This design comes from an exercise in tuning for small area and a short achievable clock period on the open sky130 flow, not from production work. Only simulation tests tie the RTL to the original design; equivalence was not proved.

$ cat config.mk
export PLATFORM = sky130hd
export DESIGN_NAME = RGBtoGray
export DESIGN_NICKNAME = RGBtoGray
export VERILOG_FILES = /design/flow/design.v
export SDC_FILE = /design/flow/constraint.sdc
export NUM_CORES = 4
export LEC_CHECK = 0
export ABC_AREA = 1
export CAP_MARGIN = 20
export CORE_MARGIN = 2
export CORE_UTILIZATION = 40
export PLACE_DENSITY = 0.6
export SLEW_MARGIN = 20
$ cat constraint.sdc
create_clock -name core_clock -period 12.0 [get_ports {clk}]
set_input_delay 2.4000 -clock core_clock [delete_from_list [all_inputs] [get_ports {clk}]]
set_output_delay 2.4000 -clock core_clock [all_outputs]
set_load 0.01 [all_outputs]
$ cat design.v
module mul_R(input [22:0] f, output [24:0] p);
  wire [22:0] fn = ~f;
  wire w1;
  wire w2;
  assign {w2,w1} = f[21] + f[17];
  wire w3;
  wire w4;
  assign {w4,w3} = f[22] + f[18] + fn[16];
  wire w5;
  wire w6;
  assign {w6,w5} = fn[16] + f[13];
  wire w7;
  wire w8;
  assign {w8,w7} = fn[17] + f[14] + f[10];
  wire w9;
  wire w10;
  assign {w10,w9} = fn[18] + f[15] + f[11];
  wire w11;
  wire w12;
  assign {w12,w11} = fn[19] + f[16] + f[12];
  wire w13;
  wire w14;
  assign {w14,w13} = fn[10] + fn[8] + f[6];
  wire w15;
  wire w16;
  assign {w16,w15} = fn[20] + f[17] + f[13];
  wire w17;
  wire w18;
  assign {w18,w17} = fn[11] + fn[9] + f[7];
  wire w19;
  wire w20;
  assign {w20,w19} = fn[21] + f[18] + f[14];
  wire w21;
  wire w22;
  assign {w22,w21} = fn[12] + fn[10] + f[8];
  wire w23;
  wire w24;
  assign {w24,w23} = f[5] + fn[2];
  wire w25;
  wire w26;
  assign {w26,w25} = fn[22] + f[19] + f[15];
  wire w27;
  wire w28;
  assign {w28,w27} = fn[13] + fn[11] + f[9];
  wire w29;
  wire w30;
  assign {w30,w29} = f[6] + fn[3] + f[1];
  wire w31;
  wire w32;
  assign {w32,w31} = f[20] + f[16] + fn[14];
  wire w33;
  wire w34;
  assign {w34,w33} = fn[12] + f[10] + f[7];
  wire w35;
  wire w36;
  assign {w36,w35} = fn[4] + f[2] + f[0];
  wire w37;
  wire w38;
  assign {w38,w37} = w1 + fn[15] + fn[13];
  wire w39;
  wire w40;
  assign {w40,w39} = f[11] + f[8] + fn[5];
  wire w41;
  wire w42;
  assign {w42,w41} = f[3] + f[1] + 1'b1;
  wire w43;
  wire w44;
  assign {w44,w43} = w2 + w3 + fn[14];
  wire w45;
  wire w46;
  assign {w46,w45} = f[12] + f[9] + fn[6];
  wire w47;
  wire w48;
  assign {w48,w47} = f[4] + f[2] + 1'b1;
  wire w49;
  wire w50;
  assign {w50,w49} = w4 + f[19] + fn[17];
  wire w51;
  wire w52;
  assign {w52,w51} = fn[15] + f[13] + f[10];
  wire w53;
  wire w54;
  assign {w54,w53} = fn[7] + f[5] + f[3];
  wire w55;
  wire w56;
  assign {w56,w55} = f[20] + fn[18] + fn[16];
  wire w57;
  wire w58;
  assign {w58,w57} = f[14] + f[11] + fn[8];
  wire w59;
  wire w60;
  assign {w60,w59} = f[6] + f[4];
  wire w61;
  wire w62;
  assign {w62,w61} = f[21] + fn[19] + fn[17];
  wire w63;
  wire w64;
  assign {w64,w63} = f[15] + f[12] + fn[9];
  wire w65;
  wire w66;
  assign {w66,w65} = f[7] + f[5];
  wire w67;
  wire w68;
  assign {w68,w67} = f[22] + fn[20] + fn[18];
  wire w69;
  wire w70;
  assign {w70,w69} = f[16] + f[13] + fn[10];
  wire w71;
  wire w72;
  assign {w72,w71} = f[8] + f[6];
  wire w73;
  wire w74;
  assign {w74,w73} = fn[21] + fn[19] + f[17];
  wire w75;
  wire w76;
  assign {w76,w75} = f[14] + fn[11] + f[9];
  wire w77;
  wire w78;
  assign {w78,w77} = f[7] + 1'b1;
  wire w79;
  wire w80;
  assign {w80,w79} = fn[22] + fn[20] + f[18];
  wire w81;
  wire w82;
  assign {w82,w81} = f[15] + fn[12] + f[10];
  wire w83;
  wire w84;
  assign {w84,w83} = fn[21] + f[19] + f[16];
  wire w85;
  wire w86;
  assign {w86,w85} = fn[22] + f[20] + f[17];
  wire w87;
  wire w88;
  assign {w88,w87} = f[21] + f[18];
  wire w89;
  wire w90;
  assign {w90,w89} = fn[9] + f[6];
  wire w91;
  wire w92;
  assign {w92,w91} = fn[10] + f[7];
  wire w93;
  wire w94;
  assign {w94,w93} = fn[11] + f[8] + f[4];
  wire w95;
  wire w96;
  assign {w96,w95} = fn[2] + fn[0];
  wire w97;
  wire w98;
  assign {w98,w97} = fn[12] + f[9] + f[5];
  wire w99;
  wire w100;
  assign {w100,w99} = fn[3] + fn[1];
  wire w101;
  wire w102;
  assign {w102,w101} = fn[13] + f[10] + f[6];
  wire w103;
  wire w104;
  assign {w104,w103} = fn[4] + fn[2] + f[0];
  wire w105;
  wire w106;
  assign {w106,w105} = fn[14] + f[11] + f[7];
  wire w107;
  wire w108;
  assign {w108,w107} = fn[5] + fn[3] + f[1];
  wire w109;
  wire w110;
  assign {w110,w109} = fn[15] + f[12] + f[8];
  wire w111;
  wire w112;
  assign {w112,w111} = fn[6] + fn[4] + f[2];
  wire w113;
  wire w114;
  assign {w114,w113} = w5 + f[9] + fn[7];
  wire w115;
  wire w116;
  assign {w116,w115} = fn[5] + f[3] + f[0];
  wire w117;
  wire w118;
  assign {w118,w117} = w6 + w7 + fn[8];
  wire w119;
  wire w120;
  assign {w120,w119} = fn[6] + f[4] + f[1];
  wire w121;
  wire w122;
  assign {w122,w121} = w8 + w9 + fn[9];
  wire w123;
  wire w124;
  assign {w124,w123} = fn[7] + f[5] + f[2];
  wire w125;
  wire w126;
  assign {w126,w125} = w10 + w11 + w13;
  wire w127;
  wire w128;
  assign {w128,w127} = f[3] + fn[0] + 1'b1;
  wire w129;
  wire w130;
  assign {w130,w129} = w12 + w14 + w15;
  wire w131;
  wire w132;
  assign {w132,w131} = w17 + f[4] + fn[1];
  wire w133;
  wire w134;
  assign {w134,w133} = w16 + w18 + w19;
  wire w135;
  wire w136;
  assign {w136,w135} = w21 + w23 + f[0];
  wire w137;
  wire w138;
  assign {w138,w137} = w20 + w22 + w24;
  wire w139;
  wire w140;
  assign {w140,w139} = w25 + w27 + w29;
  wire w141;
  wire w142;
  assign {w142,w141} = w26 + w28 + w30;
  wire w143;
  wire w144;
  assign {w144,w143} = w31 + w33 + w35;
  wire w145;
  wire w146;
  assign {w146,w145} = w32 + w34 + w36;
  wire w147;
  wire w148;
  assign {w148,w147} = w37 + w39 + w41;
  wire w149;
  wire w150;
  assign {w150,w149} = w38 + w40 + w42;
  wire w151;
  wire w152;
  assign {w152,w151} = w43 + w45 + w47;
  wire w153;
  wire w154;
  assign {w154,w153} = w44 + w46 + w48;
  wire w155;
  wire w156;
  assign {w156,w155} = w49 + w51 + w53;
  wire w157;
  wire w158;
  assign {w158,w157} = w50 + w52 + w54;
  wire w159;
  wire w160;
  assign {w160,w159} = w55 + w57 + w59;
  wire w161;
  wire w162;
  assign {w162,w161} = w56 + w58 + w60;
  wire w163;
  wire w164;
  assign {w164,w163} = w61 + w63 + w65;
  wire w165;
  wire w166;
  assign {w166,w165} = w62 + w64 + w66;
  wire w167;
  wire w168;
  assign {w168,w167} = w67 + w69 + w71;
  wire w169;
  wire w170;
  assign {w170,w169} = w68 + w70 + w72;
  wire w171;
  wire w172;
  assign {w172,w171} = w73 + w75 + w77;
  wire w173;
  wire w174;
  assign {w174,w173} = w74 + w76 + w78;
  wire w175;
  wire w176;
  assign {w176,w175} = w79 + w81 + f[8];
  wire w177;
  wire w178;
  assign {w178,w177} = w80 + w82 + w83;
  wire w179;
  wire w180;
  assign {w180,w179} = fn[13] + f[11] + f[9];
  wire w181;
  wire w182;
  assign {w182,w181} = w84 + w85 + fn[14];
  wire w183;
  wire w184;
  assign {w184,w183} = f[12] + f[10] + 1'b1;
  wire w185;
  wire w186;
  assign {w186,w185} = w86 + w87 + fn[15];
  wire w187;
  wire w188;
  assign {w188,w187} = f[13] + f[11] + 1'b1;
  wire w189;
  wire w190;
  assign {w190,w189} = w88 + f[22] + f[19];
  wire w191;
  wire w192;
  assign {w192,w191} = fn[16] + f[14] + f[12];
  wire w193;
  wire w194;
  assign {w194,w193} = f[20] + fn[17] + f[15];
  wire w195;
  wire w196;
  assign {w196,w195} = f[21] + fn[18];
  wire w197;
  wire w198;
  assign {w198,w197} = f[22] + fn[19];
  wire w199;
  wire w200;
  assign {w200,w199} = fn[20] + f[18];
  wire w201;
  wire w202;
  assign {w202,w201} = w89 + f[2];
  wire w203;
  wire w204;
  assign {w204,w203} = w90 + w91 + f[3];
  wire w205;
  wire w206;
  assign {w206,w205} = w92 + w93 + w95;
  wire w207;
  wire w208;
  assign {w208,w207} = w94 + w96 + w97;
  wire w209;
  wire w210;
  assign {w210,w209} = w98 + w100 + w101;
  wire w211;
  wire w212;
  assign {w212,w211} = w102 + w104 + w105;
  wire w213;
  wire w214;
  assign {w214,w213} = w106 + w108 + w109;
  wire w215;
  wire w216;
  assign {w216,w215} = w110 + w112 + w113;
  wire w217;
  wire w218;
  assign {w218,w217} = w114 + w116 + w117;
  wire w219;
  wire w220;
  assign {w220,w219} = w118 + w120 + w121;
  wire w221;
  wire w222;
  assign {w222,w221} = w122 + w124 + w125;
  wire w223;
  wire w224;
  assign {w224,w223} = w126 + w128 + w129;
  wire w225;
  wire w226;
  assign {w226,w225} = w130 + w132 + w133;
  wire w227;
  wire w228;
  assign {w228,w227} = w134 + w136 + w137;
  wire w229;
  wire w230;
  assign {w230,w229} = w138 + w140 + w141;
  wire w231;
  wire w232;
  assign {w232,w231} = w142 + w144 + w145;
  wire w233;
  wire w234;
  assign {w234,w233} = w146 + w148 + w149;
  wire w235;
  wire w236;
  assign {w236,w235} = w150 + w152 + w153;
  wire w237;
  wire w238;
  assign {w238,w237} = w154 + w156 + w157;
  wire w239;
  wire w240;
  assign {w240,w239} = w158 + w160 + w161;
  wire w241;
  wire w242;
  assign {w242,w241} = w162 + w164 + w165;
  wire w243;
  wire w244;
  assign {w244,w243} = w166 + w168 + w169;
  wire w245;
  wire w246;
  assign {w246,w245} = w170 + w172 + w173;
  wire w247;
  wire w248;
  assign {w248,w247} = w174 + w176 + w177;
  wire w249;
  wire w250;
  assign {w250,w249} = w178 + w180 + w181;
  wire w251;
  wire w252;
  assign {w252,w251} = w182 + w184 + w185;
  wire w253;
  wire w254;
  assign {w254,w253} = w186 + w188 + w189;
  wire w255;
  wire w256;
  assign {w256,w255} = w190 + w192 + w193;
  wire w257;
  wire w258;
  assign {w258,w257} = w194 + w195 + f[16];
  wire w259;
  wire w260;
  assign {w260,w259} = w196 + w197 + f[17];
  wire w261;
  wire w262;
  assign {w262,w261} = w198 + w199 + f[16];
  wire w263;
  wire w264;
  assign {w264,w263} = w200 + fn[21] + f[19];
  wire w265;
  wire w266;
  assign {w266,w265} = fn[22] + f[20];
  wire w267;
  wire w268;
  assign {w268,w267} = fn[7] + f[4];
  wire w269;
  wire w270;
  assign {w270,w269} = fn[8] + f[5] + f[1];
  wire w271;
  wire w272;
  assign {w272,w271} = w201 + fn[0] + 1'b1;
  wire w273;
  wire w274;
  assign {w274,w273} = w202 + w203 + fn[1];
  wire w275;
  wire w276;
  assign {w276,w275} = w204 + w205 + 1'b1;
  wire w277;
  wire w278;
  assign {w278,w277} = w206 + w207 + w99;
  wire w279;
  wire w280;
  assign {w280,w279} = w208 + w209 + w103;
  wire w281;
  wire w282;
  assign {w282,w281} = w210 + w211 + w107;
  wire w283;
  wire w284;
  assign {w284,w283} = w212 + w213 + w111;
  wire w285;
  wire w286;
  assign {w286,w285} = w214 + w215 + w115;
  wire w287;
  wire w288;
  assign {w288,w287} = w216 + w217 + w119;
  wire w289;
  wire w290;
  assign {w290,w289} = w218 + w219 + w123;
  wire w291;
  wire w292;
  assign {w292,w291} = w220 + w221 + w127;
  wire w293;
  wire w294;
  assign {w294,w293} = w222 + w223 + w131;
  wire w295;
  wire w296;
  assign {w296,w295} = w224 + w225 + w135;
  wire w297;
  wire w298;
  assign {w298,w297} = w226 + w227 + w139;
  wire w299;
  wire w300;
  assign {w300,w299} = w228 + w229 + w143;
  wire w301;
  wire w302;
  assign {w302,w301} = w230 + w231 + w147;
  wire w303;
  wire w304;
  assign {w304,w303} = w232 + w233 + w151;
  wire w305;
  wire w306;
  assign {w306,w305} = w234 + w235 + w155;
  wire w307;
  wire w308;
  assign {w308,w307} = w236 + w237 + w159;
  wire w309;
  wire w310;
  assign {w310,w309} = w238 + w239 + w163;
  wire w311;
  wire w312;
  assign {w312,w311} = w240 + w241 + w167;
  wire w313;
  wire w314;
  assign {w314,w313} = w242 + w243 + w171;
  wire w315;
  wire w316;
  assign {w316,w315} = w244 + w245 + w175;
  wire w317;
  wire w318;
  assign {w318,w317} = w246 + w247 + w179;
  wire w319;
  wire w320;
  assign {w320,w319} = w248 + w249 + w183;
  wire w321;
  wire w322;
  assign {w322,w321} = w250 + w251 + w187;
  wire w323;
  wire w324;
  assign {w324,w323} = w252 + w253 + w191;
  wire w325;
  wire w326;
  assign {w326,w325} = w254 + w255 + f[13];
  wire w327;
  wire w328;
  assign {w328,w327} = w256 + w257 + f[14];
  wire w329;
  wire w330;
  assign {w330,w329} = w258 + w259 + f[15];
  wire w331;
  wire w332;
  assign {w332,w331} = w260 + w261 + 1'b1;
  wire w333;
  wire w334;
  assign {w334,w333} = w262 + w263 + f[17];
  wire w335;
  wire w336;
  assign {w336,w335} = w264 + w265 + f[18];
  wire w337;
  wire w338;
  assign {w338,w337} = w266 + f[21] + f[19];
  wire w339;
  wire w340;
  assign {w340,w339} = f[22] + f[20] + 1'b1;
  wire [47:0] ra = {1'b0,1'b1,f[22],w340,w338,w336,w334,w332,w330,w328,w326,w324,w322,w320,w318,w316,w314,w312,w310,w308,w306,w304,w302,w300,w298,w296,w294,w292,w290,w288,w286,w284,w282,w280,w278,w276,w274,w272,w270,w268,w267,fn[6],fn[5],fn[4],fn[3],fn[2],fn[1],fn[0]};
  wire [47:0] rb = {1'b0,1'b0,1'b0,f[21],w339,w337,w335,w333,w331,w329,w327,w325,w323,w321,w319,w317,w315,w313,w311,w309,w307,w305,w303,w301,w299,w297,w295,w293,w291,w289,w287,w285,w283,w281,w279,w277,w275,w273,w271,w269,f[0],f[3],f[2],f[1],f[0],1'b0,1'b0,1'b1};
  wire [47:0] s = ra + rb;
  assign p = s[47:23];
endmodule
module mul_G(input [22:0] f, output [24:0] p);
  wire [22:0] fn = ~f;
  wire w1;
  wire w2;
  assign {w2,w1} = f[22] + f[18];
  wire w3;
  wire w4;
  assign {w4,w3} = f[19] + fn[17] + fn[15];
  wire w5;
  wire w6;
  assign {w6,w5} = f[20] + fn[18];
  wire w7;
  wire w8;
  assign {w8,w7} = f[21] + fn[19];
  wire w9;
  wire w10;
  assign {w10,w9} = f[22] + fn[20];
  wire w11;
  wire w12;
  assign {w12,w11} = fn[21] + fn[19];
  wire w13;
  wire w14;
  assign {w14,w13} = f[16] + f[12] + fn[10];
  wire w15;
  wire w16;
  assign {w16,w15} = f[17] + f[13] + fn[11];
  wire w17;
  wire w18;
  assign {w18,w17} = f[18] + f[14] + fn[12];
  wire w19;
  wire w20;
  assign {w20,w19} = fn[10] + f[8] + f[5];
  wire w21;
  wire w22;
  assign {w22,w21} = f[19] + f[15] + fn[13];
  wire w23;
  wire w24;
  assign {w24,w23} = fn[11] + f[9] + f[6];
  wire w25;
  wire w26;
  assign {w26,w25} = f[20] + f[16] + fn[14];
  wire w27;
  wire w28;
  assign {w28,w27} = fn[12] + f[10] + f[7];
  wire w29;
  wire w30;
  assign {w30,w29} = fn[4] + fn[2];
  wire w31;
  wire w32;
  assign {w32,w31} = f[21] + f[17] + fn[15];
  wire w33;
  wire w34;
  assign {w34,w33} = fn[13] + f[11] + f[8];
  wire w35;
  wire w36;
  assign {w36,w35} = fn[5] + fn[3] + f[1];
  wire w37;
  wire w38;
  assign {w38,w37} = w1 + fn[16] + fn[14];
  wire w39;
  wire w40;
  assign {w40,w39} = f[12] + f[9] + fn[6];
  wire w41;
  wire w42;
  assign {w42,w41} = fn[4] + f[2] + f[0];
  wire w43;
  wire w44;
  assign {w44,w43} = w2 + w3 + f[13];
  wire w45;
  wire w46;
  assign {w46,w45} = f[10] + fn[7] + fn[5];
  wire w47;
  wire w48;
  assign {w48,w47} = f[3] + f[1] + 1'b1;
  wire w49;
  wire w50;
  assign {w50,w49} = w4 + w5 + fn[16];
  wire w51;
  wire w52;
  assign {w52,w51} = f[14] + f[11] + fn[8];
  wire w53;
  wire w54;
  assign {w54,w53} = fn[6] + f[4] + f[2];
  wire w55;
  wire w56;
  assign {w56,w55} = w6 + w7 + fn[17];
  wire w57;
  wire w58;
  assign {w58,w57} = f[15] + f[12] + fn[9];
  wire w59;
  wire w60;
  assign {w60,w59} = fn[7] + f[5] + f[3];
  wire w61;
  wire w62;
  assign {w62,w61} = w8 + w9 + fn[18];
  wire w63;
  wire w64;
  assign {w64,w63} = f[16] + f[13] + fn[10];
  wire w65;
  wire w66;
  assign {w66,w65} = fn[8] + f[6] + f[4];
  wire w67;
  wire w68;
  assign {w68,w67} = w10 + w11 + f[17];
  wire w69;
  wire w70;
  assign {w70,w69} = f[14] + fn[11] + fn[9];
  wire w71;
  wire w72;
  assign {w72,w71} = f[7] + f[5] + 1'b1;
  wire w73;
  wire w74;
  assign {w74,w73} = w12 + fn[22] + fn[20];
  wire w75;
  wire w76;
  assign {w76,w75} = f[18] + f[15] + fn[12];
  wire w77;
  wire w78;
  assign {w78,w77} = fn[10] + f[8] + f[6];
  wire w79;
  wire w80;
  assign {w80,w79} = fn[21] + f[19] + f[16];
  wire w81;
  wire w82;
  assign {w82,w81} = fn[13] + fn[11] + f[9];
  wire w83;
  wire w84;
  assign {w84,w83} = fn[22] + f[20] + f[17];
  wire w85;
  wire w86;
  assign {w86,w85} = fn[14] + fn[12] + f[10];
  wire w87;
  wire w88;
  assign {w88,w87} = f[21] + f[18] + fn[15];
  wire w89;
  wire w90;
  assign {w90,w89} = fn[13] + f[11];
  wire w91;
  wire w92;
  assign {w92,w91} = f[22] + f[19] + fn[16];
  wire w93;
  wire w94;
  assign {w94,w93} = f[8] + f[4];
  wire w95;
  wire w96;
  assign {w96,w95} = f[9] + f[5];
  wire w97;
  wire w98;
  assign {w98,w97} = f[10] + f[6] + fn[4];
  wire w99;
  wire w100;
  assign {w100,w99} = f[11] + f[7] + fn[5];
  wire w101;
  wire w102;
  assign {w102,w101} = f[12] + f[8] + fn[6];
  wire w103;
  wire w104;
  assign {w104,w103} = f[13] + f[9] + fn[7];
  wire w105;
  wire w106;
  assign {w106,w105} = fn[5] + f[3];
  wire w107;
  wire w108;
  assign {w108,w107} = f[14] + f[10] + fn[8];
  wire w109;
  wire w110;
  assign {w110,w109} = fn[6] + f[4] + f[1];
  wire w111;
  wire w112;
  assign {w112,w111} = f[15] + f[11] + fn[9];
  wire w113;
  wire w114;
  assign {w114,w113} = fn[7] + f[5] + f[2];
  wire w115;
  wire w116;
  assign {w116,w115} = w13 + fn[8] + f[6];
  wire w117;
  wire w118;
  assign {w118,w117} = f[3] + fn[0] + 1'b1;
  wire w119;
  wire w120;
  assign {w120,w119} = w14 + w15 + fn[9];
  wire w121;
  wire w122;
  assign {w122,w121} = f[7] + f[4] + fn[1];
  wire w123;
  wire w124;
  assign {w124,w123} = w16 + w17 + w19;
  wire w125;
  wire w126;
  assign {w126,w125} = fn[2] + fn[0] + 1'b1;
  wire w127;
  wire w128;
  assign {w128,w127} = w18 + w20 + w21;
  wire w129;
  wire w130;
  assign {w130,w129} = w23 + fn[3] + fn[1];
  wire w131;
  wire w132;
  assign {w132,w131} = w22 + w24 + w25;
  wire w133;
  wire w134;
  assign {w134,w133} = w27 + w29 + f[0];
  wire w135;
  wire w136;
  assign {w136,w135} = w26 + w28 + w30;
  wire w137;
  wire w138;
  assign {w138,w137} = w31 + w33 + w35;
  wire w139;
  wire w140;
  assign {w140,w139} = w32 + w34 + w36;
  wire w141;
  wire w142;
  assign {w142,w141} = w37 + w39 + w41;
  wire w143;
  wire w144;
  assign {w144,w143} = w38 + w40 + w42;
  wire w145;
  wire w146;
  assign {w146,w145} = w43 + w45 + w47;
  wire w147;
  wire w148;
  assign {w148,w147} = w44 + w46 + w48;
  wire w149;
  wire w150;
  assign {w150,w149} = w49 + w51 + w53;
  wire w151;
  wire w152;
  assign {w152,w151} = w50 + w52 + w54;
  wire w153;
  wire w154;
  assign {w154,w153} = w55 + w57 + w59;
  wire w155;
  wire w156;
  assign {w156,w155} = w56 + w58 + w60;
  wire w157;
  wire w158;
  assign {w158,w157} = w61 + w63 + w65;
  wire w159;
  wire w160;
  assign {w160,w159} = w62 + w64 + w66;
  wire w161;
  wire w162;
  assign {w162,w161} = w67 + w69 + w71;
  wire w163;
  wire w164;
  assign {w164,w163} = w68 + w70 + w72;
  wire w165;
  wire w166;
  assign {w166,w165} = w73 + w75 + w77;
  wire w167;
  wire w168;
  assign {w168,w167} = w74 + w76 + w78;
  wire w169;
  wire w170;
  assign {w170,w169} = w79 + w81 + f[7];
  wire w171;
  wire w172;
  assign {w172,w171} = w80 + w82 + w83;
  wire w173;
  wire w174;
  assign {w174,w173} = w85 + f[8] + 1'b1;
  wire w175;
  wire w176;
  assign {w176,w175} = w84 + w86 + w87;
  wire w177;
  wire w178;
  assign {w178,w177} = w89 + f[9] + 1'b1;
  wire w179;
  wire w180;
  assign {w180,w179} = w88 + w90 + w91;
  wire w181;
  wire w182;
  assign {w182,w181} = fn[14] + f[12] + f[10];
  wire w183;
  wire w184;
  assign {w184,w183} = w92 + f[20] + fn[17];
  wire w185;
  wire w186;
  assign {w186,w185} = fn[15] + f[13] + f[11];
  wire w187;
  wire w188;
  assign {w188,w187} = f[21] + fn[18] + fn[16];
  wire w189;
  wire w190;
  assign {w190,w189} = f[14] + f[12];
  wire w191;
  wire w192;
  assign {w192,w191} = f[22] + fn[19] + fn[17];
  wire w193;
  wire w194;
  assign {w194,w193} = f[15] + f[13];
  wire w195;
  wire w196;
  assign {w196,w195} = fn[20] + fn[18] + f[16];
  wire w197;
  wire w198;
  assign {w198,w197} = f[14] + 1'b1;
  wire w199;
  wire w200;
  assign {w200,w199} = fn[21] + fn[19] + f[17];
  wire w201;
  wire w202;
  assign {w202,w201} = fn[22] + fn[20];
  wire w203;
  wire w204;
  assign {w204,w203} = f[6] + f[2];
  wire w205;
  wire w206;
  assign {w206,w205} = f[7] + f[3];
  wire w207;
  wire w208;
  assign {w208,w207} = w93 + fn[2] + fn[0];
  wire w209;
  wire w210;
  assign {w210,w209} = w94 + w95 + fn[3];
  wire w211;
  wire w212;
  assign {w212,w211} = w96 + w97 + fn[2];
  wire w213;
  wire w214;
  assign {w214,w213} = w98 + w99 + fn[3];
  wire w215;
  wire w216;
  assign {w216,w215} = w100 + w101 + fn[4];
  wire w217;
  wire w218;
  assign {w218,w217} = w102 + w103 + w105;
  wire w219;
  wire w220;
  assign {w220,w219} = w104 + w106 + w107;
  wire w221;
  wire w222;
  assign {w222,w221} = w108 + w110 + w111;
  wire w223;
  wire w224;
  assign {w224,w223} = w112 + w114 + w115;
  wire w225;
  wire w226;
  assign {w226,w225} = w116 + w118 + w119;
  wire w227;
  wire w228;
  assign {w228,w227} = w120 + w122 + w123;
  wire w229;
  wire w230;
  assign {w230,w229} = w124 + w126 + w127;
  wire w231;
  wire w232;
  assign {w232,w231} = w128 + w130 + w131;
  wire w233;
  wire w234;
  assign {w234,w233} = w132 + w134 + w135;
  wire w235;
  wire w236;
  assign {w236,w235} = w136 + w138 + w139;
  wire w237;
  wire w238;
  assign {w238,w237} = w140 + w142 + w143;
  wire w239;
  wire w240;
  assign {w240,w239} = w144 + w146 + w147;
  wire w241;
  wire w242;
  assign {w242,w241} = w148 + w150 + w151;
  wire w243;
  wire w244;
  assign {w244,w243} = w152 + w154 + w155;
  wire w245;
  wire w246;
  assign {w246,w245} = w156 + w158 + w159;
  wire w247;
  wire w248;
  assign {w248,w247} = w160 + w162 + w163;
  wire w249;
  wire w250;
  assign {w250,w249} = w164 + w166 + w167;
  wire w251;
  wire w252;
  assign {w252,w251} = w168 + w170 + w171;
  wire w253;
  wire w254;
  assign {w254,w253} = w172 + w174 + w175;
  wire w255;
  wire w256;
  assign {w256,w255} = w176 + w178 + w179;
  wire w257;
  wire w258;
  assign {w258,w257} = w180 + w182 + w183;
  wire w259;
  wire w260;
  assign {w260,w259} = w184 + w186 + w187;
  wire w261;
  wire w262;
  assign {w262,w261} = w188 + w190 + w191;
  wire w263;
  wire w264;
  assign {w264,w263} = w192 + w194 + w195;
  wire w265;
  wire w266;
  assign {w266,w265} = w196 + w198 + w199;
  wire w267;
  wire w268;
  assign {w268,w267} = w200 + w201 + f[18];
  wire w269;
  wire w270;
  assign {w270,w269} = w202 + fn[21] + f[19];
  wire w271;
  wire w272;
  assign {w272,w271} = fn[22] + f[20] + f[18];
  wire w273;
  wire w274;
  assign {w274,w273} = f[21] + f[19];
  wire w275;
  wire w276;
  assign {w276,w275} = w203 + fn[0];
  wire w277;
  wire w278;
  assign {w278,w277} = w204 + w205 + fn[1];
  wire w279;
  wire w280;
  assign {w280,w279} = w206 + w207 + 1'b1;
  wire w281;
  wire w282;
  assign {w282,w281} = w208 + w209 + fn[1];
  wire w283;
  wire w284;
  assign {w284,w283} = w210 + w211 + f[0];
  wire w285;
  wire w286;
  assign {w286,w285} = w212 + w213 + f[1];
  wire w287;
  wire w288;
  assign {w288,w287} = w214 + w215 + f[2];
  wire w289;
  wire w290;
  assign {w290,w289} = w216 + w217 + f[0];
  wire w291;
  wire w292;
  assign {w292,w291} = w218 + w219 + w109;
  wire w293;
  wire w294;
  assign {w294,w293} = w220 + w221 + w113;
  wire w295;
  wire w296;
  assign {w296,w295} = w222 + w223 + w117;
  wire w297;
  wire w298;
  assign {w298,w297} = w224 + w225 + w121;
  wire w299;
  wire w300;
  assign {w300,w299} = w226 + w227 + w125;
  wire w301;
  wire w302;
  assign {w302,w301} = w228 + w229 + w129;
  wire w303;
  wire w304;
  assign {w304,w303} = w230 + w231 + w133;
  wire w305;
  wire w306;
  assign {w306,w305} = w232 + w233 + w137;
  wire w307;
  wire w308;
  assign {w308,w307} = w234 + w235 + w141;
  wire w309;
  wire w310;
  assign {w310,w309} = w236 + w237 + w145;
  wire w311;
  wire w312;
  assign {w312,w311} = w238 + w239 + w149;
  wire w313;
  wire w314;
  assign {w314,w313} = w240 + w241 + w153;
  wire w315;
  wire w316;
  assign {w316,w315} = w242 + w243 + w157;
  wire w317;
  wire w318;
  assign {w318,w317} = w244 + w245 + w161;
  wire w319;
  wire w320;
  assign {w320,w319} = w246 + w247 + w165;
  wire w321;
  wire w322;
  assign {w322,w321} = w248 + w249 + w169;
  wire w323;
  wire w324;
  assign {w324,w323} = w250 + w251 + w173;
  wire w325;
  wire w326;
  assign {w326,w325} = w252 + w253 + w177;
  wire w327;
  wire w328;
  assign {w328,w327} = w254 + w255 + w181;
  wire w329;
  wire w330;
  assign {w330,w329} = w256 + w257 + w185;
  wire w331;
  wire w332;
  assign {w332,w331} = w258 + w259 + w189;
  wire w333;
  wire w334;
  assign {w334,w333} = w260 + w261 + w193;
  wire w335;
  wire w336;
  assign {w336,w335} = w262 + w263 + w197;
  wire w337;
  wire w338;
  assign {w338,w337} = w264 + w265 + f[15];
  wire w339;
  wire w340;
  assign {w340,w339} = w266 + w267 + f[16];
  wire w341;
  wire w342;
  assign {w342,w341} = w268 + w269 + f[17];
  wire w343;
  wire w344;
  assign {w344,w343} = w270 + w271 + 1'b1;
  wire w345;
  wire w346;
  assign {w346,w345} = w272 + w273 + 1'b1;
  wire w347;
  wire w348;
  assign {w348,w347} = w274 + f[22] + f[20];
  wire [47:0] ra = {1'b0,1'b1,f[22],w348,w346,w344,w342,w340,w338,w336,w334,w332,w330,w328,w326,w324,w322,w320,w318,w316,w314,w312,w310,w308,w306,w304,w302,w300,w298,w296,w294,w292,w290,w288,w286,w284,w282,w280,w278,w276,w275,f[5],f[4],f[3],f[2],f[1],f[0],1'b0};
  wire [47:0] rb = {1'b0,1'b0,1'b0,f[21],w347,w345,w343,w341,w339,w337,w335,w333,w331,w329,w327,w325,w323,w321,w319,w317,w315,w313,w311,w309,w307,w305,w303,w301,w299,w297,w295,w293,w291,w289,w287,w285,w283,w281,w279,w277,1'b1,f[1],f[0],1'b0,1'b0,1'b0,1'b0,1'b0};
  wire [47:0] s = ra + rb;
  assign p = s[47:23];
endmodule
module mul_B(input [22:0] f, output [24:0] p);
  wire [22:0] fn = ~f;
  wire w1;
  wire w2;
  assign {w2,w1} = f[21] + f[19] + f[17];
  wire w3;
  wire w4;
  assign {w4,w3} = f[22] + f[20] + f[18];
  wire w5;
  wire w6;
  assign {w6,w5} = f[21] + f[19] + fn[17];
  wire w7;
  wire w8;
  assign {w8,w7} = f[22] + f[20] + fn[18];
  wire w9;
  wire w10;
  assign {w10,w9} = f[21] + fn[19] + f[17];
  wire w11;
  wire w12;
  assign {w12,w11} = f[22] + fn[20];
  wire w13;
  wire w14;
  assign {w14,w13} = fn[21] + f[19];
  wire w15;
  wire w16;
  assign {w16,w15} = f[11] + f[9];
  wire w17;
  wire w18;
  assign {w18,w17} = f[12] + f[10];
  wire w19;
  wire w20;
  assign {w20,w19} = f[13] + f[11];
  wire w21;
  wire w22;
  assign {w22,w21} = f[14] + f[12];
  wire w23;
  wire w24;
  assign {w24,w23} = f[15] + f[13] + f[11];
  wire w25;
  wire w26;
  assign {w26,w25} = fn[9] + f[7];
  wire w27;
  wire w28;
  assign {w28,w27} = f[16] + f[14] + f[12];
  wire w29;
  wire w30;
  assign {w30,w29} = fn[10] + f[8];
  wire w31;
  wire w32;
  assign {w32,w31} = f[17] + f[15] + f[13];
  wire w33;
  wire w34;
  assign {w34,w33} = fn[11] + f[9] + fn[6];
  wire w35;
  wire w36;
  assign {w36,w35} = f[18] + f[16] + f[14];
  wire w37;
  wire w38;
  assign {w38,w37} = fn[12] + f[10] + fn[7];
  wire w39;
  wire w40;
  assign {w40,w39} = f[19] + f[17] + f[15];
  wire w41;
  wire w42;
  assign {w42,w41} = fn[13] + f[11] + fn[8];
  wire w43;
  wire w44;
  assign {w44,w43} = fn[4] + f[2];
  wire w45;
  wire w46;
  assign {w46,w45} = f[20] + f[18] + f[16];
  wire w47;
  wire w48;
  assign {w48,w47} = fn[14] + f[12] + fn[9];
  wire w49;
  wire w50;
  assign {w50,w49} = fn[5] + f[3] + f[1];
  wire w51;
  wire w52;
  assign {w52,w51} = w1 + fn[15] + f[13];
  wire w53;
  wire w54;
  assign {w54,w53} = fn[10] + fn[6] + f[4];
  wire w55;
  wire w56;
  assign {w56,w55} = f[2] + fn[0] + 1'b1;
  wire w57;
  wire w58;
  assign {w58,w57} = w2 + w3 + fn[16];
  wire w59;
  wire w60;
  assign {w60,w59} = f[14] + fn[11] + fn[7];
  wire w61;
  wire w62;
  assign {w62,w61} = f[5] + f[3] + fn[1];
  wire w63;
  wire w64;
  assign {w64,w63} = w4 + w5 + f[15];
  wire w65;
  wire w66;
  assign {w66,w65} = fn[12] + fn[8] + f[6];
  wire w67;
  wire w68;
  assign {w68,w67} = f[4] + fn[2] + 1'b1;
  wire w69;
  wire w70;
  assign {w70,w69} = w6 + w7 + f[16];
  wire w71;
  wire w72;
  assign {w72,w71} = fn[13] + fn[9] + f[7];
  wire w73;
  wire w74;
  assign {w74,w73} = f[5] + fn[3] + f[0];
  wire w75;
  wire w76;
  assign {w76,w75} = w8 + w9 + fn[14];
  wire w77;
  wire w78;
  assign {w78,w77} = fn[10] + f[8] + f[6];
  wire w79;
  wire w80;
  assign {w80,w79} = fn[4] + f[1] + 1'b1;
  wire w81;
  wire w82;
  assign {w82,w81} = w10 + w11 + f[18];
  wire w83;
  wire w84;
  assign {w84,w83} = fn[15] + fn[11] + f[9];
  wire w85;
  wire w86;
  assign {w86,w85} = f[7] + fn[5] + f[2];
  wire w87;
  wire w88;
  assign {w88,w87} = w12 + w13 + fn[16];
  wire w89;
  wire w90;
  assign {w90,w89} = fn[12] + f[10] + f[8];
  wire w91;
  wire w92;
  assign {w92,w91} = fn[6] + f[3] + 1'b1;
  wire w93;
  wire w94;
  assign {w94,w93} = w14 + fn[22] + f[20];
  wire w95;
  wire w96;
  assign {w96,w95} = fn[17] + fn[13] + f[11];
  wire w97;
  wire w98;
  assign {w98,w97} = f[9] + fn[7] + f[4];
  wire w99;
  wire w100;
  assign {w100,w99} = f[21] + fn[18] + fn[14];
  wire w101;
  wire w102;
  assign {w102,w101} = f[12] + f[10] + fn[8];
  wire w103;
  wire w104;
  assign {w104,w103} = f[22] + fn[19] + fn[15];
  wire w105;
  wire w106;
  assign {w106,w105} = f[13] + f[11] + fn[9];
  wire w107;
  wire w108;
  assign {w108,w107} = fn[20] + fn[16] + f[14];
  wire w109;
  wire w110;
  assign {w110,w109} = fn[21] + fn[17];
  wire w111;
  wire w112;
  assign {w112,w111} = fn[22] + fn[18];
  wire w113;
  wire w114;
  assign {w114,w113} = f[6] + f[4];
  wire w115;
  wire w116;
  assign {w116,w115} = f[7] + f[5];
  wire w117;
  wire w118;
  assign {w118,w117} = f[8] + f[6] + f[4];
  wire w119;
  wire w120;
  assign {w120,w119} = f[9] + f[7] + f[5];
  wire w121;
  wire w122;
  assign {w122,w121} = f[10] + f[8] + f[6];
  wire w123;
  wire w124;
  assign {w124,w123} = w15 + f[7] + fn[5];
  wire w125;
  wire w126;
  assign {w126,w125} = f[3] + fn[0];
  wire w127;
  wire w128;
  assign {w128,w127} = w16 + w17 + f[8];
  wire w129;
  wire w130;
  assign {w130,w129} = fn[6] + f[4] + fn[1];
  wire w131;
  wire w132;
  assign {w132,w131} = w18 + w19 + f[9];
  wire w133;
  wire w134;
  assign {w134,w133} = fn[7] + f[5] + fn[2];
  wire w135;
  wire w136;
  assign {w136,w135} = w20 + w21 + f[10];
  wire w137;
  wire w138;
  assign {w138,w137} = fn[8] + f[6] + fn[3];
  wire w139;
  wire w140;
  assign {w140,w139} = w22 + w23 + w25;
  wire w141;
  wire w142;
  assign {w142,w141} = fn[4] + fn[0] + 1'b1;
  wire w143;
  wire w144;
  assign {w144,w143} = w24 + w26 + w27;
  wire w145;
  wire w146;
  assign {w146,w145} = w29 + fn[5] + fn[1];
  wire w147;
  wire w148;
  assign {w148,w147} = w28 + w30 + w31;
  wire w149;
  wire w150;
  assign {w150,w149} = w33 + fn[2] + f[0];
  wire w151;
  wire w152;
  assign {w152,w151} = w32 + w34 + w35;
  wire w153;
  wire w154;
  assign {w154,w153} = w37 + fn[3] + f[1];
  wire w155;
  wire w156;
  assign {w156,w155} = w36 + w38 + w39;
  wire w157;
  wire w158;
  assign {w158,w157} = w41 + w43 + f[0];
  wire w159;
  wire w160;
  assign {w160,w159} = w40 + w42 + w44;
  wire w161;
  wire w162;
  assign {w162,w161} = w45 + w47 + w49;
  wire w163;
  wire w164;
  assign {w164,w163} = w46 + w48 + w50;
  wire w165;
  wire w166;
  assign {w166,w165} = w51 + w53 + w55;
  wire w167;
  wire w168;
  assign {w168,w167} = w52 + w54 + w56;
  wire w169;
  wire w170;
  assign {w170,w169} = w57 + w59 + w61;
  wire w171;
  wire w172;
  assign {w172,w171} = w58 + w60 + w62;
  wire w173;
  wire w174;
  assign {w174,w173} = w63 + w65 + w67;
  wire w175;
  wire w176;
  assign {w176,w175} = w64 + w66 + w68;
  wire w177;
  wire w178;
  assign {w178,w177} = w69 + w71 + w73;
  wire w179;
  wire w180;
  assign {w180,w179} = w70 + w72 + w74;
  wire w181;
  wire w182;
  assign {w182,w181} = w75 + w77 + w79;
  wire w183;
  wire w184;
  assign {w184,w183} = w76 + w78 + w80;
  wire w185;
  wire w186;
  assign {w186,w185} = w81 + w83 + w85;
  wire w187;
  wire w188;
  assign {w188,w187} = w82 + w84 + w86;
  wire w189;
  wire w190;
  assign {w190,w189} = w87 + w89 + w91;
  wire w191;
  wire w192;
  assign {w192,w191} = w88 + w90 + w92;
  wire w193;
  wire w194;
  assign {w194,w193} = w93 + w95 + w97;
  wire w195;
  wire w196;
  assign {w196,w195} = w94 + w96 + w98;
  wire w197;
  wire w198;
  assign {w198,w197} = w99 + w101 + f[5];
  wire w199;
  wire w200;
  assign {w200,w199} = w100 + w102 + w103;
  wire w201;
  wire w202;
  assign {w202,w201} = w105 + f[6] + 1'b1;
  wire w203;
  wire w204;
  assign {w204,w203} = w104 + w106 + w107;
  wire w205;
  wire w206;
  assign {w206,w205} = f[12] + fn[10] + f[7];
  wire w207;
  wire w208;
  assign {w208,w207} = w108 + w109 + f[15];
  wire w209;
  wire w210;
  assign {w210,w209} = f[13] + fn[11] + f[8];
  wire w211;
  wire w212;
  assign {w212,w211} = w110 + w111 + f[16];
  wire w213;
  wire w214;
  assign {w214,w213} = f[14] + fn[12] + f[9];
  wire w215;
  wire w216;
  assign {w216,w215} = w112 + fn[19] + f[17];
  wire w217;
  wire w218;
  assign {w218,w217} = f[15] + fn[13] + f[10];
  wire w219;
  wire w220;
  assign {w220,w219} = fn[20] + f[18] + f[16];
  wire w221;
  wire w222;
  assign {w222,w221} = fn[14] + f[11] + 1'b1;
  wire w223;
  wire w224;
  assign {w224,w223} = fn[21] + f[19] + f[17];
  wire w225;
  wire w226;
  assign {w226,w225} = fn[15] + f[12] + 1'b1;
  wire w227;
  wire w228;
  assign {w228,w227} = fn[22] + f[20] + f[18];
  wire w229;
  wire w230;
  assign {w230,w229} = fn[16] + f[13] + 1'b1;
  wire w231;
  wire w232;
  assign {w232,w231} = f[21] + f[19] + fn[17];
  wire w233;
  wire w234;
  assign {w234,w233} = f[14] + 1'b1;
  wire w235;
  wire w236;
  assign {w236,w235} = f[22] + f[20] + fn[18];
  wire w237;
  wire w238;
  assign {w238,w237} = w113 + f[2];
  wire w239;
  wire w240;
  assign {w240,w239} = w114 + w115 + f[3];
  wire w241;
  wire w242;
  assign {w242,w241} = w116 + w117 + fn[2];
  wire w243;
  wire w244;
  assign {w244,w243} = w118 + w119 + fn[3];
  wire w245;
  wire w246;
  assign {w246,w245} = w120 + w121 + fn[4];
  wire w247;
  wire w248;
  assign {w248,w247} = w122 + w123 + w125;
  wire w249;
  wire w250;
  assign {w250,w249} = w124 + w126 + w127;
  wire w251;
  wire w252;
  assign {w252,w251} = w128 + w130 + w131;
  wire w253;
  wire w254;
  assign {w254,w253} = w132 + w134 + w135;
  wire w255;
  wire w256;
  assign {w256,w255} = w136 + w138 + w139;
  wire w257;
  wire w258;
  assign {w258,w257} = w140 + w142 + w143;
  wire w259;
  wire w260;
  assign {w260,w259} = w144 + w146 + w147;
  wire w261;
  wire w262;
  assign {w262,w261} = w148 + w150 + w151;
  wire w263;
  wire w264;
  assign {w264,w263} = w152 + w154 + w155;
  wire w265;
  wire w266;
  assign {w266,w265} = w156 + w158 + w159;
  wire w267;
  wire w268;
  assign {w268,w267} = w160 + w162 + w163;
  wire w269;
  wire w270;
  assign {w270,w269} = w164 + w166 + w167;
  wire w271;
  wire w272;
  assign {w272,w271} = w168 + w170 + w171;
  wire w273;
  wire w274;
  assign {w274,w273} = w172 + w174 + w175;
  wire w275;
  wire w276;
  assign {w276,w275} = w176 + w178 + w179;
  wire w277;
  wire w278;
  assign {w278,w277} = w180 + w182 + w183;
  wire w279;
  wire w280;
  assign {w280,w279} = w184 + w186 + w187;
  wire w281;
  wire w282;
  assign {w282,w281} = w188 + w190 + w191;
  wire w283;
  wire w284;
  assign {w284,w283} = w192 + w194 + w195;
  wire w285;
  wire w286;
  assign {w286,w285} = w196 + w198 + w199;
  wire w287;
  wire w288;
  assign {w288,w287} = w200 + w202 + w203;
  wire w289;
  wire w290;
  assign {w290,w289} = w204 + w206 + w207;
  wire w291;
  wire w292;
  assign {w292,w291} = w208 + w210 + w211;
  wire w293;
  wire w294;
  assign {w294,w293} = w212 + w214 + w215;
  wire w295;
  wire w296;
  assign {w296,w295} = w216 + w218 + w219;
  wire w297;
  wire w298;
  assign {w298,w297} = w220 + w222 + w223;
  wire w299;
  wire w300;
  assign {w300,w299} = w224 + w226 + w227;
  wire w301;
  wire w302;
  assign {w302,w301} = w228 + w230 + w231;
  wire w303;
  wire w304;
  assign {w304,w303} = w232 + w234 + w235;
  wire w305;
  wire w306;
  assign {w306,w305} = w236 + f[21] + fn[19];
  wire w307;
  wire w308;
  assign {w308,w307} = f[22] + fn[20];
  wire w309;
  wire w310;
  assign {w310,w309} = fn[21] + f[18];
  wire w311;
  wire w312;
  assign {w312,w311} = f[4] + f[2];
  wire w313;
  wire w314;
  assign {w314,w313} = f[5] + f[3] + f[1];
  wire w315;
  wire w316;
  assign {w316,w315} = w237 + fn[0] + 1'b1;
  wire w317;
  wire w318;
  assign {w318,w317} = w238 + w239 + fn[1];
  wire w319;
  wire w320;
  assign {w320,w319} = w240 + w241 + f[0];
  wire w321;
  wire w322;
  assign {w322,w321} = w242 + w243 + f[1];
  wire w323;
  wire w324;
  assign {w324,w323} = w244 + w245 + f[2];
  wire w325;
  wire w326;
  assign {w326,w325} = w246 + w247 + 1'b1;
  wire w327;
  wire w328;
  assign {w328,w327} = w248 + w249 + w129;
  wire w329;
  wire w330;
  assign {w330,w329} = w250 + w251 + w133;
  wire w331;
  wire w332;
  assign {w332,w331} = w252 + w253 + w137;
  wire w333;
  wire w334;
  assign {w334,w333} = w254 + w255 + w141;
  wire w335;
  wire w336;
  assign {w336,w335} = w256 + w257 + w145;
  wire w337;
  wire w338;
  assign {w338,w337} = w258 + w259 + w149;
  wire w339;
  wire w340;
  assign {w340,w339} = w260 + w261 + w153;
  wire w341;
  wire w342;
  assign {w342,w341} = w262 + w263 + w157;
  wire w343;
  wire w344;
  assign {w344,w343} = w264 + w265 + w161;
  wire w345;
  wire w346;
  assign {w346,w345} = w266 + w267 + w165;
  wire w347;
  wire w348;
  assign {w348,w347} = w268 + w269 + w169;
  wire w349;
  wire w350;
  assign {w350,w349} = w270 + w271 + w173;
  wire w351;
  wire w352;
  assign {w352,w351} = w272 + w273 + w177;
  wire w353;
  wire w354;
  assign {w354,w353} = w274 + w275 + w181;
  wire w355;
  wire w356;
  assign {w356,w355} = w276 + w277 + w185;
  wire w357;
  wire w358;
  assign {w358,w357} = w278 + w279 + w189;
  wire w359;
  wire w360;
  assign {w360,w359} = w280 + w281 + w193;
  wire w361;
  wire w362;
  assign {w362,w361} = w282 + w283 + w197;
  wire w363;
  wire w364;
  assign {w364,w363} = w284 + w285 + w201;
  wire w365;
  wire w366;
  assign {w366,w365} = w286 + w287 + w205;
  wire w367;
  wire w368;
  assign {w368,w367} = w288 + w289 + w209;
  wire w369;
  wire w370;
  assign {w370,w369} = w290 + w291 + w213;
  wire w371;
  wire w372;
  assign {w372,w371} = w292 + w293 + w217;
  wire w373;
  wire w374;
  assign {w374,w373} = w294 + w295 + w221;
  wire w375;
  wire w376;
  assign {w376,w375} = w296 + w297 + w225;
  wire w377;
  wire w378;
  assign {w378,w377} = w298 + w299 + w229;
  wire w379;
  wire w380;
  assign {w380,w379} = w300 + w301 + w233;
  wire w381;
  wire w382;
  assign {w382,w381} = w302 + w303 + f[15];
  wire w383;
  wire w384;
  assign {w384,w383} = w304 + w305 + f[16];
  wire w385;
  wire w386;
  assign {w386,w385} = w306 + w307 + f[17];
  wire w387;
  wire w388;
  assign {w388,w387} = w308 + w309 + 1'b1;
  wire w389;
  wire w390;
  assign {w390,w389} = w310 + fn[22] + f[19];
  wire [47:0] ra = {1'b0,f[22],f[21],w390,w388,w386,w384,w382,w380,w378,w376,w374,w372,w370,w368,w366,w364,w362,w360,w358,w356,w354,w352,w350,w348,w346,w344,w342,w340,w338,w336,w334,w332,w330,w328,w326,w324,w322,w320,w318,w316,w314,w312,w311,f[3],f[2],f[1],f[0]};
  wire [47:0] rb = {1'b0,1'b1,1'b1,f[20],w389,w387,w385,w383,w381,w379,w377,w375,w373,w371,w369,w367,w365,w363,w361,w359,w357,w355,w353,w351,w349,w347,w345,w343,w341,w339,w337,w335,w333,w331,w329,w327,w325,w323,w321,w319,w317,w315,w313,f[0],f[1],f[0],1'b0,1'b0};
  wire [47:0] s = ra + rb;
  assign p = s[47:23];
endmodule
module fadd_u(input sx, input [7:0] ex, input [22:0] fx, input zx,
              input sy, input [7:0] ey, input [22:0] fy, input zy,
              output so, output [7:0] eo, output [22:0] fo, output zo);
  wire [31:0] cmp = {1'b0, ex, fx} - {1'b0, ey, fy};
  wire ylt = cmp[31];                   
  wire ybig = ~zy & (zx | ylt);
  wire [7:0] dxy = ex - ey;
  wire [7:0] dyx = ey - ex;
  wire [7:0] d = ybig ? dyx : dxy;
  wire [7:0] el = ybig ? ey : ex;
  wire [22:0] fl = ybig ? fy : fx;
  wire [22:0] fs = ybig ? fx : fy;
  wire sl = ybig ? sy : sx;
  wire kill = zx | zy | (d[7:5] != 3'd0) | (d[4:3] == 2'b11);
  wire [23:0] ms0 = {1'b1, fs} >> d[4:0];
  wire [23:0] ms = kill ? 24'd0 : ms0;
  wire sub = sx ^ sy;
  wire [24:0] m = sub ? ({1'b0, 1'b1, fl} - {1'b0, ms}) : ({1'b0, 1'b1, fl} + {1'b0, ms});
  wire mz = (m == 25'd0);
  wire [23:0] n0 = m[23:0];
  wire z16 = (n0[23:8] == 16'd0);
  wire [23:0] n1 = z16 ? {n0[7:0], 16'd0} : n0;
  wire z8 = (n1[23:16] == 8'd0);
  wire [23:0] n2 = z8 ? {n1[15:0], 8'd0} : n1;
  wire z4 = (n2[23:20] == 4'd0);
  wire [23:0] n3 = z4 ? {n2[19:0], 4'd0} : n2;
  wire z2 = (n3[23:22] == 2'd0);
  wire [23:0] n4 = z2 ? {n3[21:0], 2'd0} : n3;
  wire z1 = ~n4[23];
  wire [23:0] n5 = z1 ? {n4[22:0], 1'b0} : n4;
  wire [4:0] lz = {z16, z8, z4, z2, z1};
  assign fo = m[24] ? m[23:1] : n5[22:0];
  assign eo = m[24] ? el + 8'd1 : (mz ? 8'd0 : el - {3'd0, lz});
  assign so = mz ? 1'b0 : sl;
  assign zo = (zx & zy) | (~zx & ~zy & (eo == 8'd0));
endmodule
module RGBtoGray (r, g, b, valid_in, clk, rst, grayout, valid_out);
  input [31:0] r, g, b;
  input valid_in, clk, rst;
  output [31:0] grayout;
  output valid_out;
  reg [31:0] r1;
  always @(posedge clk) r1 <= r;
  reg [31:0] g1;
  always @(posedge clk) g1 <= g;
  reg [31:0] b1;
  always @(posedge clk) b1 <= b;
  wire [24:0] pR;
  mul_R umR(.f(r1[22:0]), .p(pR));
  wire hR = (r1[22:0] >= 23'd5639165);
  wire [7:0] eR = r1[30:23] + 8'd254 + {7'd0, hR};
  wire [22:0] fR = hR ? pR[23:1] : pR[22:0];
  wire sR = r1[31];
  wire ziR = (r1[30:23] == 8'd0);
  wire [24:0] pG;
  mul_G umG(.f(g1[22:0]), .p(pG));
  wire hG = (g1[22:0] >= 23'd5902036);
  wire [7:0] eG = g1[30:23] + 8'd255 + {7'd0, hG};
  wire [22:0] fG = hG ? pG[23:1] : pG[22:0];
  wire sG = g1[31];
  wire ziG = (g1[30:23] == 8'd0);
  wire [24:0] pB;
  mul_B umB(.f(b1[22:0]), .p(pB));
  wire hB = (b1[22:0] >= 23'd809428);
  wire [7:0] eB = b1[30:23] + 8'd252 + {7'd0, hB};
  wire [22:0] fB = hB ? pB[23:1] : pB[22:0];
  wire sB = b1[31];
  wire ziB = (b1[30:23] == 8'd0);
  wire zR = ziR | (eR == 8'd0);
  wire zG = ziG | (eG == 8'd0);
  wire [31:0] pb = ziB ? 32'd0 : {sB, eB, fB};
  reg [32:0] r2;
  always @(posedge clk) r2 <= {zR,sR,eR,fR};
  reg [32:0] g2;
  always @(posedge clk) g2 <= {zG,sG,eG,fG};
  reg [31:0] b2;
  always @(posedge clk) b2 <= pb;
  wire ts, tz; wire [7:0] te; wire [22:0] tf;
  fadd_u a1(.sx(g2[31]), .ex(g2[30:23]), .fx(g2[22:0]), .zx(g2[32]),
            .sy(r2[31]), .ey(r2[30:23]), .fy(r2[22:0]), .zy(r2[32]), .so(ts), .eo(te), .fo(tf), .zo(tz));
  reg [32:0] t3;
  always @(posedge clk) t3 <= {tz,ts,te,tf};
  reg [31:0] b3;
  always @(posedge clk) b3 <= b2;
  wire gs; wire [7:0] ge; wire [22:0] gf;
  fadd_u a2(.sx(b3[31]), .ex(b3[30:23]), .fx(b3[22:0]), .zx(b3[30:23]==8'd0),
            .sy(t3[31]), .ey(t3[30:23]), .fy(t3[22:0]), .zy(t3[32]), .so(gs), .eo(ge), .fo(gf), .zo());
  reg [31:0] o4;
  always @(posedge clk) o4 <= {gs,ge,gf};
  assign grayout = o4;
  reg [3:0] vp;
  always @(posedge clk) vp <= rst ? 4'd0 : {vp[2:0], valid_in};
  assign valid_out = vp[3];
endmodule
$ cat run.sh
#!/bin/bash
# synth_recipe.tcl (not shown) runs the flow's synth.tcl, then flattens the netlist and writes it again
# the make line also repeats each setting of config.mk as NAME=value (left out here)
make -C /OpenROAD-flow-scripts/flow DESIGN_CONFIG=/design/flow/config.mk WORK_HOME=/design/flow/orfs CLKGATE_MAP_FILE= SYNTH_SCRIPT=/design/flow/synth_recipe.tcl finish
==> reports/metrics.yaml <==
job:
  maxCapViolCount: 0
critical_path:
  cp-startpoint: "b3[23]"
  crit_path_start_kind: "flip-flop"
  cp.arrival_ns: 11.32
  cpMostUsedCell: "nand2_1"
  slowest_delay_ns: 0.47
  endpoint_kind: "flip-flop"
  crit_slowest_cell: "fa_1"
  path_delay_family: "simple AND/OR/NAND/NOR gates"
  cp.required_ns: 12.46
  critical_path_depth: 63
  cp_max_fo: 33
  critPathBufInv: 9
  rr_worst_depth: 63
  rr_startpoint: "b3[23]"
  critPathKind: "flip-flop to flip-flop"
floorplan:
  initial_core_util_pct: 40.41
  dieWidth_um: 311.1
  die_h_um: 311.1
  ios: 132
  coreArea_mm2: 0.09333
  die_area_mm2: 0.09675
  row_count: 112
hold_path:
  holdPathStages: 0
  worstHoldPathType: "flip-flop to flip-flop"
  hold_start: "b2[9]"
sta:
  final_max_slew_viol_count: 0
  clock_skew_ns: 0.03538
  finalSetupTns_ns: 0
  setup_slack_ns: 1.142
  relSlewSlack_pct: 25.30
  setup_viol: 0
  tightestPinTransition_ns: 1.109
  fmax_ghz: 0.09210
  rsz0062_at_grt: "false"
  period_minus_slack_ns: 10.86
  hold_viol_final: 0
  period_share_pct: 90.49
cts:
  root_buffer: "clkbuf_16"
  clk_latency_ns: 0.62
  cts_tree: "built"
  path_clk_slew_ns: 0.06
  ctsHoldBuffers: 0
  cts_buffers: 39
  htreeDepth: 2
  cts_sinks: 295
  clock_path_buffers: 3
synth:
  synth_ff_type: "dfxtp_1"
  synth_area_per_cell_um2: 7.646
  syn-cell-area_mm2: 0.03771
  syn-num-nets: 5841
  ys_ff_latch: 295
  ys_types: 72
  synth-edff-count: 0
  syn_inst: 4932
  synthArstFlopShare_pct: 0
  yosysSeqAreaShare_pct: 15.66
  ys_warn_count: 1
grt:
  use_met1_pct: 31.09
  met3_usage_pct: 3.506
  grt_overflow_total: 0
  antenna_found_initial: 0
  grt_usage_pct: 21.83
  grt_max_degree: 80
  busiest_layer: "met2"
  grt_pass1_vias: 31720
  grt_pass1_wl_um: 170100
  globalRouteMet2Util_pct: 34.19
detailed_routing:
  avgViaCountPerCell: 5.068
  vias: 31820
  drc_errors: 0
  wl_per_cell_um: 16.72
  drtIter0Drc: 2512
  first_pass_iters: 5
  antenna_left: 0
  wl_um: 105000
final_layout:
  synthToLayoutAreaGrowth_pct: 10.17
  nNetsFinal: 5907
  layout_commonest_cell: "nand2_1"
  antenna_cells: 0
  nFillCells: 9566
  regArea_mm2: 0.005906
  multi_input_area_mm2: 0.02790
  mostFrequentLayoutCells: "nand2_1, inv_1, nand3_1, fa_1, ha_1"
  drive_above_1_share_pct: 5.075
placed_design:
  dp_slack_ns: 0.5005
  numPortBuffers: 131
  dp_hpwl_um: 87160
  gp_congestion: 0.9228
status:
  status: "finished clean"
==> sequential cells by signal, summed over array words and instances (netlist names) <==
register  flops
b1           32
b2           32
b3           32
g1           32
g2           33
o4           32
r1           32
r2           33
t3           33
vp            4
==> repair_timing <==
item	in CTS	in global routing
setup buffers	0	11
endpoints found under the setup margin	0	8
gates resized for setup	0	15
==> cells by family (layout without fill, tap and decap cells) <==
group | count (synthesis) | after routing | synth area share [%]
AOI/OAI and AO/OA | 644 | 644 | 9.568
buffers and inverters | 986 | 1078 | 10.53
DFF | 295 | 295 | 15.66
and+or+nand+nor | 2024 | 2025 | 24.15
xor gates and xnor gates | 165 | 165 | 3.832
adders and majority gates | 810 | 810 | 36.05
muxes | 8 | 8 | 0.2123
==> synth_stat cells (13+ instances only) <==
| cell type | n | share of area, % |
|---|---|---|
| ha_1 | 349 | 12 |
| or2_2 | 33 | 0.55 |
| buf_4 | 14 | 0.28 |
| buf_2 | 40 | 0.53 |
| nand3_2 | 13 | 0.35 |
| buf_6 | 22 | 0.66 |
| o21ai_0 | 200 | 2.7 |
| nand2_2 | 29 | 0.48 |
| xor2_1 | 107 | 2.5 |
| nor4_1 | 22 | 0.36 |
| a31oi_1 | 16 | 0.27 |
| xnor2_1 | 58 | 1.3 |
| nor3_1 | 19 | 0.25 |
| inv_1 | 819 | 8.2 |
| dfxtp_1 | 295 | 16 |
| inv_2 | 24 | 0.24 |
| a211oi_1 | 13 | 0.26 |
| nand2_1 | 1044 | 10 |
| fa_1 | 461 | 24 |
| nor2_1 | 193 | 1.9 |
| clkbuf_1 | 54 | 0.54 |
| o21ai_1 | 70 | 0.93 |
| nand3_1 | 558 | 7.4 |
| a21oi_1 | 246 | 3.3 |
| nand4_1 | 47 | 0.78 |
==> cell type report <==
cell class / count / share of cell area, %
Multi-Input combinational cell: 3652 / 67.15
Sequential cell: 295 / 14.21
Inverter: 847 / 7.673
Tap cell: 1254 / 3.776
Timing Repair Buffer: 163 / 3.773
Clock buffer: 51 / 2.650
Clock inverter: 17 / 0.7589
==> worst paths after layout <==
check,to,slack (ns)
hold reg to reg,b3[9],0.32
hold / removal,b3[9],0.32
setup / recovery,o4[29],1.14
setup reg to reg,o4[29],1.14
==> routing by layer <==
layer | part of all wire (%) | wire [um] | vias up
li1 | - | - | 15900
met4 | 2.7 | 2864 | 0
met1 | 48 | 50610 | 14900
met2 | 43 | 45550 | 879
met5 | 0 | 0 | -
met3 | 5.7 | 5987 | 146
==> worst register-to-register path, delay by kind of cell, from the launching register on <==
family                   cells  cell delay [ns]
adder cells (fa/ha/maj)      6             2.03
AND/OR/NAND/NOR             28             4.02
AO/OA/AOI/OAI               19             2.72
buffers and inverters        9             1.33
XOR/XNOR                     1             0.22
flip-flops                   1             0.38
==> metrics by stage <==
stage / instance area, um^2 / hold WS (ns) / util [%] / cells
floorplan: 37710 / 0.3096 / - / 4932
global placement: 39980 / 0.3106 / 42.83 / 6198
detailed placement: 39980 / 0.3121 / 42.83 / 6198
CTS: 41390 / 0.3261 / 44.35 / 6266
global route: 41550 / 0.3285 / 44.52 / 6279
finish: 41550 / 0.3226 / 44.52 / 6279

==> port drivers added, routing unchanged <==
Ports are ideal in the flow. The routed layout listed here was re-timed in OpenROAD.
Step 1, drivers: a clkbuf_16 drives clk and a buf_2 each remaining input, both assumed.
Step 2 adds t to the input delays and takes it off the output delays; t is the mean of the earliest and latest rising clock arrival at the registers after step 1. Input paths then give back, and output paths get back, about the clock's delay inside the block.
Three values: no drivers, after step 1, after step 2; two values: the first two.
shift t [ns]: 0.665
slack for setup (ns): 1.142 / 1.142 / 1.142
worst setup path after step 2: register to register
slew at the worst register clock pin (ns): 0.07 / 0.07
worst slew at a driven data input, ns: 0.06
After both steps this run still meets setup and hold. For this run, drivers alone change the setup slack by 0.000 ns; drivers and shift together by 0.000 ns.
